What follows belongs to an exercise in optimizing a design on an open flow for small area, a short achievable clock period and few clock cycles per item; a production flow would make more cautious choices. Where RTL was checked, it was by simulation tests only, not by an equivalence proof against the original. The flow treats the clock pin as an ideal source. Dropping or thinning the clock tree relies on that and would not hold on a real chip. Power and IR drop assume default switching activity.

==> flow/design.v (excerpt) <==
module functions(input clk,
                 input rst,
                 input [7:0] a,
                 input [7:0] b,
                 input start,
                 output wire [9:0] out,
                 output wire busy
                );
For scale: about 130 cells after synthesis, roughly 30 I/O pins.
clock: 5.5 ns
lec_check: 0
cap_margin: 20
core_area: 4 4 66 66
die_area: 0 0 70 70
slew_margin: 20
standard.sh (not shown) runs the stock make flow with config.mk's settings and CLKGATE_MAP_FILE= SYNTH_SCRIPT=/design/flow/synth_recipe.tcl, a recipe that flattens the netlist after the stock synthesis.
==> flow/flow/run.sh <==
#!/bin/bash
# The standard layout (standard.sh), with three changes:
#  - synthesis maps the logic with its own delay-driven ABC script
#    (flow/abc.script) and leaves adders to ABC instead of ORFS's
#    full/half-adder cells;
#  - the port buffers are the smallest buffer instead of the resizer's
#    default pick (a slow delay buffer);
#  - the clock tree is one buffer (flow/post_cts.tcl).
set -euo pipefail
here=$(pwd)
cat flow/abc_wrap.tcl synth_recipe.tcl > own_synth.tcl
export MY_ABC_SCRIPT=$here/flow/abc.script
export MY_ABC_D=1000
bash standard.sh SYNTH_SCRIPT=$here/own_synth.tcl ADDER_MAP_FILE= \
  BUFFER_PORTS_ARGS="-buffer_cell sky130_fd_sc_hd__buf_1" \
  CTS_ARGS="-sink_clustering_enable -repair_clock_nets -dont_use_dummy_load -buf_list sky130_fd_sc_hd__clkbuf_4 -root_buf sky130_fd_sc_hd__clkbuf_4" \
  POST_CTS_TCL=$here/flow/post_cts.tcl \
  finish > orfs_flow.log 2>&1
Other scripts of this flow, unchanged in this note and not shown: flow/flow/abc.script, flow/flow/abc_wrap.tcl, flow/flow/post_cts.tcl
Edit:
- SETUP_SLACK_MARGIN: unset -> 3.2
- TNS_END_PERCENT: unset -> 10
Outcome:
- routed wire length is higher by a few percent
- global-route usage is higher by 0.24 points
- core utilization is higher by 1.7 points
- count of clock-buffer cells in the layout does not change
- sequential power is higher slightly
- non-clock buffer count is higher by 4
- final area is higher by a few percent
- via count is higher slightly
- die area is unchanged
No run of this note included a check of the RTL's function; only the layout flow was run.

========
== east ==
The RTL this note starts from:
==> flow/design.v <==
`timescale 1ns / 1ps
module adder #(parameter J = 5)
             (input wire [7:0] A,
              input wire [6:1] T,
              output wire [J+1:0] S
             );
    wire [2:0] r = {T[4], (T[2] & ~T[4]) | T[6],
                    (T[1] & ~T[2]) | (T[3] & ~T[4]) | (T[5] & ~T[6])};
    assign S = A[J-1:0] + A[J:1] + r;
endmodule
`timescale 1ns / 1ps
`timescale 1ns / 1ps
module cbrt(input [7:0] a,
            output [6:1] t
            );
    assign t[1] = |a;                                               
    assign t[2] = |a[7:3];                                          
    assign t[3] = |a[7:5] | (a[4] & a[3] & (a[2] | (a[1] & a[0])));  
    assign t[4] = a[7] | a[6];                                      
    assign t[5] = a[7] | (&a[6:2] & (a[1] | a[0]));                 
    assign t[6] = a[7] & a[6] & (a[5] | (a[4] & a[3]));             
endmodule
`timescale 1ns / 1ps
module functions(input clk,
                 input rst,
                 input [7:0] a,
                 input [7:0] b,
                 input start,
                 output wire [9:0] out,
                 output wire busy
                );
    localparam J = 5;
    wire [6:1] t;
    cbrt root(.a(b), .t(t));
    wire [J+1:0] lo;
    adder #(.J(J)) sum(.A(a), .T(t), .S(lo));
    reg       a0_q;
    reg [J-1:0] lo_q;
    reg [1:0] c_q;
    reg [7:J] ahi_q;
    always @(posedge clk)
        if (rst) begin
            a0_q  <= 1'b0;
            lo_q  <= 0;
            c_q   <= 2'd0;
            ahi_q <= 0;
        end else if (start) begin
            a0_q  <= a[0];
            lo_q  <= lo[J-1:0];
            c_q   <= lo[J+1:J];
            ahi_q <= a[7:J];
        end
    wire [8-J:0] hi = ahi_q + ahi_q[7:J+1] + c_q;
    assign out  = {hi, lo_q, a0_q};
    assign busy = 1'b0;
endmodule
Settings: LEC_CHECK=0, CAP_MARGIN=20, CORE_AREA=4 4 66 66, DIE_AREA=0 0 70 70, PLACE_DENSITY=0.35, SETUP_SLACK_MARGIN=3.2, SLEW_MARGIN=20, TNS_END_PERCENT=10; clock period 5.5 ns.
==> flow/flow/abc.script <==
strash
dch
map -D 1000
topo
stime -c
buffer -c
upsize -c -D 1000
dnsize -c -D 1000
==> flow/flow/abc_wrap.tcl <==
# Runs Yosys's abc with this flow's own ABC script (flow/abc.script) and
# delay target in place of ORFS's; everything else in the synthesis is
# the standard script, which this file is put in front of.
proc abc {args} {
  set i [lsearch -exact $args -script]
  if {$i >= 0} { set args [lreplace $args $i [expr {$i + 1}] -script $::env(MY_ABC_SCRIPT)] }
  set i [lsearch -exact $args -D]
  if {$i >= 0} { set args [lreplace $args $i [expr {$i + 1}]] }
  lappend args -D $::env(MY_ABC_D)
  puts "abc (own script): $args"
  yosys abc {*}$args
}
==> flow/flow/post_cts.tcl <==
# After CTS: the clock tree TritonCTS builds for this small design is a root
# buffer feeding two leaf buffers. Drive every clock sink from the root
# buffer instead and remove the leaf buffers, so the clock port feeds one
# buffer and that buffer feeds all the flip-flops.
set block [ord::get_db_block]
set clk_port_net [$block findNet clk]
set root ""
foreach it [$clk_port_net getITerms] {
  if {[$it isInputSignal] || [[$it getMTerm] getIoType] eq "INPUT"} {
    set root [$it getInst]
  }
}
if {$root eq ""} { error "post_cts: no buffer on the clock port" }
set root_out ""
foreach it [$root getITerms] {
  if {[[$it getMTerm] getIoType] eq "OUTPUT"} { set root_out [$it getNet] }
}
puts "post_cts: root buffer [$root getName] drives [$root_out getName]"
set leaves {}
foreach it [$root_out getITerms] {
  set inst [$it getInst]
  if {$inst eq $root} { continue }
  if {[string match "*clkbuf*" [[$inst getMaster] getName]]} { lappend leaves $inst }
}
foreach leaf $leaves {
  set out ""
  foreach it [$leaf getITerms] {
    if {[[$it getMTerm] getIoType] eq "OUTPUT"} { set out [$it getNet] }
  }
  set sinks {}
  foreach it [$out getITerms] {
    if {[$it getInst] ne $leaf} { lappend sinks $it }
  }
  foreach it $sinks {
    $it disconnect
    $it connect $root_out
  }
  puts "post_cts: removed [$leaf getName], [llength $sinks] sinks moved to [$root_out getName]"
  odb::dbInst_destroy $leaf
  odb::dbNet_destroy $out
}
Scripts as last shown in full above: flow/flow/run.sh
Testbench counts of east, summed over its fixed seeds: cycles 800, items 800.
The following lists how middle was set up differently from east:
==> flow/flow/run.sh <==
#!/bin/bash
# The standard layout (standard.sh), with two changes:
#  - synthesis maps the logic with its own delay-driven ABC script
#    (flow/abc.script) and leaves adders to ABC instead of ORFS's
#    full/half-adder cells;
#  - the port buffers are the smallest buffer instead of the resizer's
#    default pick (a slow delay buffer).
set -euo pipefail
here=$(pwd)
cat flow/abc_wrap.tcl synth_recipe.tcl > own_synth.tcl
export MY_ABC_SCRIPT=$here/flow/abc.script
export MY_ABC_D=1000
bash standard.sh SYNTH_SCRIPT=$here/own_synth.tcl ADDER_MAP_FILE= \
  BUFFER_PORTS_ARGS="-buffer_cell sky130_fd_sc_hd__buf_1" finish > orfs_flow.log 2>&1
--- a/flow/config.mk
+++ b/flow/config.mk
@@ -11,2 +10,0 @@
-export PLACE_DENSITY = 0.35
-export SETUP_SLACK_MARGIN = 3.2
@@ -14 +11,0 @@
-export TNS_END_PERCENT = 10
removed: flow/flow/post_cts.tcl
--- outcome ---
- Taking east as the reference, in middle number of antenna violations at the first check in global routing did not really move, final total power went up by about 23%, final core utilization level.
- middle vs east, standard cell with the maximum stage delay on the critical path: dfxtp_1 vs dfxtp_4
- Per the comparison of middle with east, non-filler instance count after layout higher, via density per instance lower, worst setup slack after placement lower, iteration-0 DRC count of the detailed router higher.
- Comparing power share of the clock group for middle and east, the bigger number came from middle.

========
run A:
RTL: the design.v shown in full above, as it stands there.
export LEC_CHECK = 0
export CAP_MARGIN = 20
export CORE_AREA = 4 4 66 66
export DIE_AREA = 0 0 70 70
export SLEW_MARGIN = 20
create_clock -name core_clock -period 5.5 [get_ports {clk}]
==> flow/flow/run.sh <==
#!/bin/bash
# The standard layout (standard.sh), with three changes:
#  - synthesis maps the logic with its own delay-driven ABC script
#    (flow/abc.script) and leaves adders to ABC instead of ORFS's
#    full/half-adder cells;
#  - the port buffers are the smallest buffer instead of the resizer's
#    default pick (a slow delay buffer);
#  - the clock tree is one buffer (flow/post_cts.tcl).
set -euo pipefail
here=$(pwd)
cat flow/abc_wrap.tcl synth_recipe.tcl > own_synth.tcl
export MY_ABC_SCRIPT=$here/flow/abc.script
export MY_ABC_D=1000
bash standard.sh SYNTH_SCRIPT=$here/own_synth.tcl ADDER_MAP_FILE= \
  BUFFER_PORTS_ARGS="-buffer_cell sky130_fd_sc_hd__buf_1" \
  CTS_ARGS="-sink_clustering_enable -repair_clock_nets -buf_list sky130_fd_sc_hd__clkbuf_4 -root_buf sky130_fd_sc_hd__clkbuf_4" \
  POST_CTS_TCL=$here/flow/post_cts.tcl \
  finish > orfs_flow.log 2>&1
==> flow/flow/post_cts.tcl <==
# After CTS: the clock tree TritonCTS builds for this small design is a root
# buffer feeding two leaf buffers. Drive every clock sink from the root
# buffer instead and remove the leaf buffers, so the clock port feeds one
# buffer and that buffer feeds all the flip-flops.
set block [ord::get_db_block]
set clk_port_net [$block findNet clk]
set root ""
foreach it [$clk_port_net getITerms] {
  if {[$it isInputSignal] || [[$it getMTerm] getIoType] eq "INPUT"} {
    set root [$it getInst]
  }
}
if {$root eq ""} { error "post_cts: no buffer on the clock port" }
set root_out ""
foreach it [$root getITerms] {
  if {[[$it getMTerm] getIoType] eq "OUTPUT"} { set root_out [$it getNet] }
}
puts "post_cts: root buffer [$root getName] drives [$root_out getName]"
set leaves {}
foreach it [$root_out getITerms] {
  set inst [$it getInst]
  if {$inst eq $root} { continue }
  if {[string match "*clkbuf*" [[$inst getMaster] getName]]} { lappend leaves $inst }
}
foreach leaf $leaves {
  set out ""
  foreach it [$leaf getITerms] {
    if {[[$it getMTerm] getIoType] eq "OUTPUT"} { set out [$it getNet] }
  }
  set sinks {}
  foreach it [$out getITerms] {
    if {[$it getInst] ne $leaf} { lappend sinks $it }
  }
  foreach it $sinks {
    $it disconnect
    $it connect $root_out
  }
  puts "post_cts: removed [$leaf getName], [llength $sinks] sinks moved to [$root_out getName]"
  odb::dbInst_destroy $leaf
  odb::dbNet_destroy $out
}
Scripts as last shown in full above: flow/flow/abc.script, flow/flow/abc_wrap.tcl
Testbench counts of run A, summed over its fixed seeds: cycles 800, items 800.
### run A -> run B
--- a/flow/flow/run.sh
+++ b/flow/flow/run.sh
@@ -14,5 +14,5 @@
 bash standard.sh SYNTH_SCRIPT=$here/own_synth.tcl ADDER_MAP_FILE= \
   BUFFER_PORTS_ARGS="-buffer_cell sky130_fd_sc_hd__buf_1" \
-  CTS_ARGS="-sink_clustering_enable -repair_clock_nets -buf_list sky130_fd_sc_hd__clkbuf_4 -root_buf sky130_fd_sc_hd__clkbuf_4" \
+  CTS_ARGS="-sink_clustering_enable -repair_clock_nets -dont_use_dummy_load -buf_list sky130_fd_sc_hd__clkbuf_4 -root_buf sky130_fd_sc_hd__clkbuf_4" \
   POST_CTS_TCL=$here/flow/post_cts.tcl \
   finish > orfs_flow.log 2>&1
--- a/flow/config.mk
+++ b/flow/config.mk
@@ -7,5 +7,7 @@
 export LEC_CHECK = 0
 export CAP_MARGIN = 20
-export CORE_AREA = 4 4 66 66
-export DIE_AREA = 0 0 70 70
+export CORE_AREA = 2 2 60 60
+export DIE_AREA = 0 0 62 62
+export SETUP_SLACK_MARGIN = 3.2
 export SLEW_MARGIN = 20
+export TNS_END_PERCENT = 10
Run B | stages: all done | timing, DRC, antenna: all pass
Relative to run A, total half-perimeter wirelength after legalization and detailed placement decreased by 7.0% in run B.
In the reports for run A and run B, the larger total length of routed wires belongs to run A.
Looking only at combinational cell fraction of total power, and setting everything else aside, the higher value of run A and run B goes to run B.
The following lists how run C was set up differently from run B:
--- a/flow/flow/run.sh
+++ b/flow/flow/run.sh
@@ -11,5 +11,5 @@
 cat flow/abc_wrap.tcl synth_recipe.tcl > own_synth.tcl
 export MY_ABC_SCRIPT=$here/flow/abc.script
-export MY_ABC_D=1000
+export MY_ABC_D=1500
 bash standard.sh SYNTH_SCRIPT=$here/own_synth.tcl ADDER_MAP_FILE= \
   BUFFER_PORTS_ARGS="-buffer_cell sky130_fd_sc_hd__buf_1" \
==> flow/flow/abc.script <==
strash
dch
map -D 1500
topo
stime -c
buffer -c
upsize -c -D 1500
dnsize -c -D 1500
--- a/flow/config.mk
+++ b/flow/config.mk
@@ -7,7 +7,5 @@
 export LEC_CHECK = 0
 export CAP_MARGIN = 20
-export CORE_AREA = 2 2 60 60
-export DIE_AREA = 0 0 62 62
-export SETUP_SLACK_MARGIN = 3.2
+export CORE_AREA = 4 4 66 66
+export DIE_AREA = 0 0 70 70
 export SLEW_MARGIN = 20
-export TNS_END_PERCENT = 10
The starting density of the core number comes out lower for run C vs run B. Taking run C over run B, the area of the multi-input gates ratio works out to 0.898. Diff run B -> run C: leakage dissipation saw a decrease; overall power consumption went up about 0.6%; path length in cells of the critical path grew by 7. In run C relative to run B, maximum frequency had gone down by more than 10%. Internal power consumption was higher in the run labelled run C. Worst setup path category = input port to register: run C; worst setup path category = register to output pin: run B.
Input changes introduced in run D (baseline for comparison: run C):
--- a/flow/flow/run.sh
+++ b/flow/flow/run.sh
@@ -11,5 +11,5 @@
 cat flow/abc_wrap.tcl synth_recipe.tcl > own_synth.tcl
 export MY_ABC_SCRIPT=$here/flow/abc.script
-export MY_ABC_D=1500
+export MY_ABC_D=1000
 bash standard.sh SYNTH_SCRIPT=$here/own_synth.tcl ADDER_MAP_FILE= \
   BUFFER_PORTS_ARGS="-buffer_cell sky130_fd_sc_hd__buf_1" \
==> flow/flow/abc.script <==
strash
dch
map -D 1000
topo
stime -c
buffer -c
upsize -c -D 1000
dnsize -c -D 1000
--- a/flow/config.mk
+++ b/flow/config.mk
@@ -9,3 +9,6 @@
 export CORE_AREA = 4 4 66 66
 export DIE_AREA = 0 0 70 70
+export PLACE_DENSITY = 0.85
+export SETUP_SLACK_MARGIN = 3.2
 export SLEW_MARGIN = 20
+export TNS_END_PERCENT = 10
==> summary.txt <==
- Both conditions hold for run D: the flow ran to the end and the final layout passed the timing, DRC and antenna checks.
- Delta (run D minus run C): smallest setup slack after layout shows an increase of 0.27 ns; routed wire length shows an increase of 450 um; cell area shows an increase of about 8%.

## separate check: timing with driven ports
Ports are ideal in the flow. The routed layouts listed here were re-timed in OpenROAD.
Step 1, drivers: a clkbuf_16 drives clk and a buf_2 each remaining input, both assumed.
Step 2 times the ports against the registers' clock, not the clock port: input delays grow and output delays shrink by t, the midpoint of the rising clock arrivals with the driver on.
Three values: ideal, step 1, step 2; two values: the first two.
run	shift t [ns]	slack for setup (ns)	worst setup path at the end	worst slew at a driven data input, ns
the first run of note 1	0.193	3.047 / 3.024 / 3.031	input to register	0.03
the second run of note 1	0.192	3.209 / 3.186 / 3.044	input to register	0.03
east	0.189	3.050 / 3.028 / 2.963	input to register	0.03
middle	0.254	2.990 / 2.969 / 2.941	input to register	0.03
run A	0.192	3.024 / 3.005 / 2.958	input to register	0.03
run B	0.185	3.113 / 3.094 / 2.972	input to register	0.03
run C	0.188	2.802 / 2.802 / 2.615	input to register	0.03
run D	0.189	3.073 / 3.054 / 2.934	input to register	0.03
After both steps setup and hold are still met in every run listed. For run C, which loses most, drivers alone change the setup slack by 0.000 ns; drivers and shift together by -0.187 ns.
